This design comes from an exercise in tuning for small area, a short achievable clock period and few clock cycles on the open sky130 flow, not from production work. In this exercise RTL edits were held to simulation tests only and were not proved equivalent to the original.

Setup of run A:
==> flow/design.v <==
`timescale 1ns/1ps
module riscv_cpu (
    input  wire        clk,
    input  wire        rst_n,
    output wire [31:0] imem_addr,
    input  wire [31:0] imem_rdata,
    output wire [31:0] dmem_addr,
    output wire [31:0] dmem_wdata,
    output wire [1:0]  dmem_size,
    output wire        dmem_we,
    input  wire [31:0] dmem_rdata
);
    reg  [31:2] pc_q;             
    wire [31:0] pc = {pc_q, 2'b00};
    reg         x_valid;
    reg  [31:0] x_a, x_b;         
    reg  [31:0] x_bi;             
    reg  [31:0] x_alt;            
    reg  [4:0]  x_rd;
    reg         x_wen;            
    reg         x_sub;            
    reg         x_sra;            
    reg         x_sl;             
    reg         x_r_add, x_r_slt, x_r_xor, x_r_or, x_r_and, x_r_sh, x_r_alt;
    reg  [2:0]  x_f3;             
    reg         x_load, x_store, x_br, x_jalr;
    reg         x_blt, x_bsg, x_binv;
    reg         m_valid;
    reg  [31:0] m_res;
    reg  [31:0] m_sdata;
    reg  [4:0]  m_rd;
    reg         m_wen;
    reg         m_load, m_store;
    reg  [2:0]  m_f3;
    reg         m_res_sel, m_lbh, m_lh, m_lw, m_lbs, m_lhs;
    wire [32*32-1:0] rf_q;
    assign rf_q[31:0] = 32'b0;
    wire        s7  = dmem_rdata[7];
    wire        s15 = dmem_rdata[15];
    wire [31:0] wb_data;
    assign wb_data[7:0]   = ({8{m_lbh}}  & dmem_rdata[7:0])   | ({8{m_res_sel}} & m_res[7:0]);
    assign wb_data[15:8]  = ({8{m_lh}}   & dmem_rdata[15:8])  | ({8{m_lbs}} & {8{s7}}) |
                            ({8{m_res_sel}} & m_res[15:8]);
    assign wb_data[31:16] = ({16{m_lw}}  & dmem_rdata[31:16]) | ({16{m_lbs}} & {16{s7}}) |
                            ({16{m_lhs}} & {16{s15}}) | ({16{m_res_sel}} & m_res[31:16]);
    assign imem_addr  = pc;
    assign dmem_addr  = m_res;
    assign dmem_wdata = m_sdata;
    assign dmem_size  = m_f3[1:0];
    assign dmem_we    = m_valid & m_store;
    genvar gi;
    generate
        for (gi = 1; gi < 32; gi = gi + 1) begin : g_rf
            reg [31:0] r;
            always @(posedge clk)
                if (m_wen && m_rd == gi) r <= wb_data;
            assign rf_q[gi*32 +: 32] = r;
        end
    endgenerate
    wire [31:0] a  = x_a;
    wire [31:0] b  = x_b;
    wire [31:0] bi = x_bi;
    wire [31:0] sum = a + (bi ^ {32{x_sub}}) + {31'b0, x_sub};
    wire        eq  = (a == bi);
    wire        lt  = $signed({x_bsg & a[31], a}) < $signed({x_bsg & bi[31], bi});
    wire        taken = (x_blt ? lt : eq) ^ x_binv;
    wire [4:0]  shamt = bi[4:0];
    reg  [31:0] a_rev, sh_rev;
    integer j;
    always @(*) for (j = 0; j < 32; j = j + 1) a_rev[j] = a[31 - j];
    wire [31:0] sh_in = x_sl ? a_rev : a;
    wire signed [32:0] sh_ext = {x_sra & a[31], sh_in};
    wire [31:0] sh_out = sh_ext >>> shamt;
    always @(*) for (j = 0; j < 32; j = j + 1) sh_rev[j] = sh_out[31 - j];
    wire [31:0] sh_res = x_sl ? sh_rev : sh_out;
    wire [31:0] x_res = ({32{x_r_add}} & sum[31:0]) |
                        ({32{x_r_slt}} & {31'b0, lt}) |
                        ({32{x_r_xor}} & (a ^ bi)) |
                        ({32{x_r_or}}  & (a | bi)) |
                        ({32{x_r_and}} & (a & bi)) |
                        ({32{x_r_sh}}  & sh_res) |
                        ({32{x_r_alt}} & x_alt);
    wire        redirect    = x_valid & ((x_br & taken) | x_jalr);
    wire [31:0] redirect_pc = x_jalr ? {sum[31:2], 2'b0} : x_alt;
    always @(posedge clk or negedge rst_n) begin
        if (!rst_n) begin
            m_valid <= 1'b0;
            m_wen   <= 1'b0;
            m_load  <= 1'b0;
            m_store <= 1'b0;
        end else begin
            m_valid <= x_valid;
            m_wen   <= x_valid & x_wen;
            m_load  <= x_valid & x_load;
            m_store <= x_valid & x_store;
        end
    end
    always @(posedge clk) begin
        m_res   <= x_res;
        m_sdata <= b;
        m_rd    <= x_rd;
        m_f3    <= x_f3;
        m_res_sel <= ~x_load;
        m_lbh     <= x_load;                                    
        m_lh      <= x_load & (x_f3[1:0] != 2'b00);             
        m_lw      <= x_load & x_f3[1];                          
        m_lbs     <= x_load & (x_f3 == 3'b000);                 
        m_lhs     <= x_load & (x_f3 == 3'b001);                 
    end
    wire [31:0] ins = imem_rdata;
    wire [4:0]  opc = ins[6:2];
    wire [4:0]  rs1 = ins[19:15];
    wire [4:0]  rs2 = ins[24:20];
    wire [4:0]  rd  = ins[11:7];
    wire [2:0]  f3  = ins[14:12];
    wire op_lui   = (opc == 5'b01101);
    wire op_auipc = (opc == 5'b00101);
    wire op_jal   = (opc == 5'b11011);
    wire op_jalr  = (opc == 5'b11001);
    wire op_br    = (opc == 5'b11000);
    wire op_load  = (opc == 5'b00000);
    wire op_store = (opc == 5'b01000);
    wire op_imm   = (opc == 5'b00100);
    wire op_reg   = (opc == 5'b01100);
    wire op_alu   = op_imm | op_reg;
    wire use_rs1 = op_jalr | op_br | op_load | op_store | op_alu;
    wire use_rs2 = op_br | op_store | op_reg;
    wire wr_rd   = (op_lui | op_auipc | op_jal | op_jalr | op_load | op_alu) & (rd != 5'd0);
    wire        sg = ins[31];
    wire [20:0] immb = {{9{sg}}, ins[7], ins[30:25], ins[11:8], 1'b0};
    wire [20:0] immj = {sg, ins[19:12], ins[20], ins[30:21], 1'b0};
    wire [21:0] tb_lo  = {1'b0, pc[20:0]} + {1'b0, immb};
    wire [21:0] tj_lo  = {1'b0, pc[20:0]} + {1'b0, immj};
    wire [10:0] pc_hi  = pc[31:21];
    wire [10:0] pc_inc, pc_dec;
    incdec u_incdec (.x(pc_hi), .inc(pc_inc), .dec(pc_dec));
    wire [10:0] tb_hi  = (tb_lo[21] == sg) ? pc_hi : tb_lo[21] ? pc_inc : pc_dec;
    wire [10:0] tj_hi  = (tj_lo[21] == sg) ? pc_hi : tj_lo[21] ? pc_inc : pc_dec;
    wire [31:0] tgt_b  = {tb_hi, tb_lo[20:0]};
    wire [31:0] tgt_j  = {tj_hi, tj_lo[20:0]};
    wire [31:0] pc4    = pc + 32'd4;
    wire pred = op_jal | (op_br & ins[31]);
    wire [31:0] sel1, sel2;
    genvar gs;
    generate
        for (gs = 0; gs < 32; gs = gs + 1) begin : g_sel
            assign sel1[gs] = (rs1 == gs);
            assign sel2[gs] = (rs2 == gs);
        end
    endgenerate
    reg  [31:0] rf1, rf2;
    integer i;
    always @(*) begin
        rf1 = 32'b0;
        rf2 = 32'b0;
        for (i = 1; i < 32; i = i + 1) begin
            rf1 = rf1 | ({32{sel1[i]}} & rf_q[i*32 +: 32]);
            rf2 = rf2 | ({32{sel2[i]}} & rf_q[i*32 +: 32]);
        end
    end
    wire        upper = op_lui | op_auipc;
    wire        fx1 = x_valid && x_wen && x_rd == rs1 && !upper;
    wire [31:0] ra0 = upper ? (op_lui ? 32'b0 : pc) :
                      (m_wen && m_rd == rs1) ? wb_data : rf1;
    wire [31:0] ra  = fx1 ? x_res : ra0;
    wire        fx2 = x_valid && x_wen && x_rd == rs2;
    wire [31:0] rb0 = (m_wen && m_rd == rs2) ? wb_data : rf2;
    wire [31:0] rb  = fx2 ? x_res : rb0;
    wire        use_imm = ~(op_reg | op_br);
    wire [31:0] imm_x   = upper    ? {ins[31:12], 12'b0} :
                          op_store ? {{20{ins[31]}}, ins[31:25], ins[11:7]} :
                                     {{20{ins[31]}}, ins[31:20]};
    wire [31:0] rbi = (fx2 & ~use_imm) ? x_res : use_imm ? imm_x : rb0;
    wire stall = x_valid & x_load & x_wen &
                 ((use_rs1 & (rs1 == x_rd)) | (use_rs2 & (rs2 == x_rd)));
    always @(posedge clk or negedge rst_n) begin
        if (!rst_n) begin
            pc_q    <= 30'b0;
            x_valid <= 1'b0;
        end else begin
            if (redirect)
                pc_q <= redirect_pc[31:2];
            else if (!stall)
                pc_q <= op_jal ? tgt_j[31:2] : (op_br & sg) ? tgt_b[31:2] : pc4[31:2];
            x_valid <= ~redirect & ~stall;
        end
    end
    always @(posedge clk) begin
        x_a       <= ra;
        x_b       <= rb;
        x_bi      <= rbi;
        x_alt     <= (op_br & ~ins[31]) ? {tgt_b[31:2], 2'b00} : pc4;
        x_rd      <= rd;
        x_wen     <= wr_rd;
        x_sub     <= op_reg & ins[30] & (f3 == 3'b000);
        x_sra     <= ins[30];
        x_sl      <= ~f3[2];
        x_r_add   <= (op_alu & (f3 == 3'b000)) | op_load | op_store | upper;
        x_r_slt   <= op_alu & (f3 == 3'b010 || f3 == 3'b011);
        x_r_xor   <= op_alu & (f3 == 3'b100);
        x_r_or    <= op_alu & (f3 == 3'b110);
        x_r_and   <= op_alu & (f3 == 3'b111);
        x_r_sh    <= op_alu & (f3 == 3'b001 || f3 == 3'b101);
        x_r_alt   <= op_jal | op_jalr;
        x_f3      <= f3;
        x_load    <= op_load;
        x_store   <= op_store & ~f3[2] & ~(f3[1] & f3[0]);
        x_br      <= op_br;
        x_jalr    <= op_jalr;
        x_blt     <= f3[2];
        x_bsg     <= op_br ? ~f3[1] : ~f3[0];
        x_binv    <= f3[0] ^ ins[31];    
    end
endmodule
module incdec (
    input  wire [10:0] x,
    output wire [10:0] inc,
    output wire [10:0] dec
);
    assign inc = x + 1'b1;
    assign dec = x - 1'b1;
endmodule
Settings: LEC_CHECK=0, CAP_MARGIN=20, CORE_MARGIN=2, CORE_UTILIZATION=40, CTS_CLUSTER_DIAMETER=70, CTS_CLUSTER_SIZE=30, PLACE_DENSITY=0.6, SETUP_SLACK_MARGIN=5.0, SLEW_MARGIN=20, SYNTH_HIERARCHICAL=1; clock period 9.0 ns.
standard.sh (not shown) runs the stock make flow with config.mk's settings and CLKGATE_MAP_FILE= SYNTH_SCRIPT=/design/flow/synth_recipe.tcl, a recipe that flattens the netlist after the stock synthesis.
==> flow/flow/run.sh <==
#!/bin/bash
set -euo pipefail
bash standard.sh BUFFER_PORTS_ARGS="-buffer_cell sky130_fd_sc_hd__buf_4" finish > flow_make.log 2>&1
Testbench counts of run A, summed over its fixed seeds: cycles 49,879.
## Diff of input files: run B against run A
-- flow/design.v --
<<< run A, line 14
    wire [31:0] pc = {pc_q, 2'b00};
    reg         x_valid;
    reg  [31:0] x_a, x_b;         
    reg  [31:0] x_bi;             
    reg  [31:0] x_alt;            
>>> run B, line 14
    wire [31:0] pc = {pc_q, 2'b00};
    reg         x_valid;
    reg  [31:0] x_a;              
    reg         x_fb;             
    reg  [31:0] x_bi;             
    reg  [31:0] x_alt;            
<<< run A, line 31
    reg  [4:0]  m_rd;
    reg         m_wen;
    reg         m_load, m_store;
    reg  [2:0]  m_f3;
    reg         m_res_sel, m_lbh, m_lh, m_lw, m_lbs, m_lhs;
>>> run B, line 32
    reg  [4:0]  m_rd;
    reg         m_wen;
    reg         m_store;
    reg  [2:0]  m_f3;
    reg         m_res_sel, m_lbh, m_lh, m_lw, m_lbs, m_lhs;
<<< run A, line 59
    endgenerate
    wire [31:0] a  = x_a;
    wire [31:0] b  = x_b;
    wire [31:0] bi = x_bi;
    wire [31:0] sum = a + (bi ^ {32{x_sub}}) + {31'b0, x_sub};
>>> run B, line 60
    endgenerate
    wire [31:0] a  = x_a;
    wire [31:0] b  = x_fb ? m_res : x_alt;
    wire [31:0] bi = x_bi;
    wire [31:0] sum = a + (bi ^ {32{x_sub}}) + {31'b0, x_sub};
<<< run A, line 87
            m_valid <= 1'b0;
            m_wen   <= 1'b0;
            m_load  <= 1'b0;
            m_store <= 1'b0;
        end else begin
            m_valid <= x_valid;
            m_wen   <= x_valid & x_wen;
            m_load  <= x_valid & x_load;
            m_store <= x_valid & x_store;
        end
>>> run B, line 88
            m_valid <= 1'b0;
            m_wen   <= 1'b0;
            m_store <= 1'b0;
        end else begin
            m_valid <= x_valid;
            m_wen   <= x_valid & x_wen;
            m_store <= x_valid & x_store;
        end
<<< run A, line 166
    wire        fx2 = x_valid && x_wen && x_rd == rs2;
    wire [31:0] rb0 = (m_wen && m_rd == rs2) ? wb_data : rf2;
    wire [31:0] rb  = fx2 ? x_res : rb0;
    wire        use_imm = ~(op_reg | op_br);
    wire [31:0] imm_x   = upper    ? {ins[31:12], 12'b0} :
>>> run B, line 165
    wire        fx2 = x_valid && x_wen && x_rd == rs2;
    wire [31:0] rb0 = (m_wen && m_rd == rs2) ? wb_data : rf2;
    wire        use_imm = ~(op_reg | op_br);
    wire [31:0] imm_x   = upper    ? {ins[31:12], 12'b0} :
<<< run A, line 188
    always @(posedge clk) begin
        x_a       <= ra;
        x_b       <= rb;
        x_bi      <= rbi;
        x_alt     <= (op_br & ~ins[31]) ? {tgt_b[31:2], 2'b00} : pc4;
        x_rd      <= rd;
        x_wen     <= wr_rd;
>>> run B, line 186
    always @(posedge clk) begin
        x_a       <= ra;
        x_fb      <= fx2;
        x_bi      <= rbi;
        x_alt     <= op_store ? rb0 :
                     (op_br & ~ins[31]) ? {tgt_b[31:2], 2'b00} : pc4;
        x_rd      <= rd;
        x_wen     <= wr_rd;
==> run notes <==
Remaining max-slew budget at the tightest pin, run B and run A: lower on run B
Run B finished end to end and its layout was clean on timing, DRC and antenna.
Run B vs. run A: fraction of area in registers -1.4 points; number of sequential cells -2.3%.
Looking at run B and run A, the share of async-settable or async-resettable flops after synthesis is a wash.
Relative to run A, net total in the final layout increased by 183 in run B.
Cell area after layout: run B higher than run A
From run A to run B the numbers moved as follows: source-to-sink clock delay at the later pin of the worst-skew pair -0.02 ns, wire length +about 4%, combined area of the multi-input logic cells +0.0012 mm².
Testbench counts of run B, summed over its fixed seeds: cycles 49,879.

==> what the ideal ports hide <==
The results above use ideal ports. As a check the final layouts listed here were re-extracted and re-timed, cells and wires unchanged. Step 1 sets driving cells, clkbuf_16 on the clock port and buf_2 on the other inputs (assumed; they add their load-dependent delay and slew). Step 2, shift: input delay + t, output delay - t, t = (earliest + latest rising clock arrival at the registers) / 2. This alone moves slack from input paths to output paths. Three values: no drivers, after step 1, after step 2; two values: the first two.
| run | t, ns | setup slack, ns | worst register clock-pin slew, ns | worst slew at a driven data input, ns |
|---|---|---|---|---|
| run A | 0.843 | 4.819 / 4.880 / 4.038 | 0.12 / 0.12 | 0.06 |
| run B | 0.821 | 4.749 / 4.761 / 3.940 | 0.12 / 0.12 | 0.13 |
After both steps every run listed still meets setup and hold. The setup slack of run B, which loses most, moves by +0.012 ns with the drivers and by -0.809 ns with both steps.
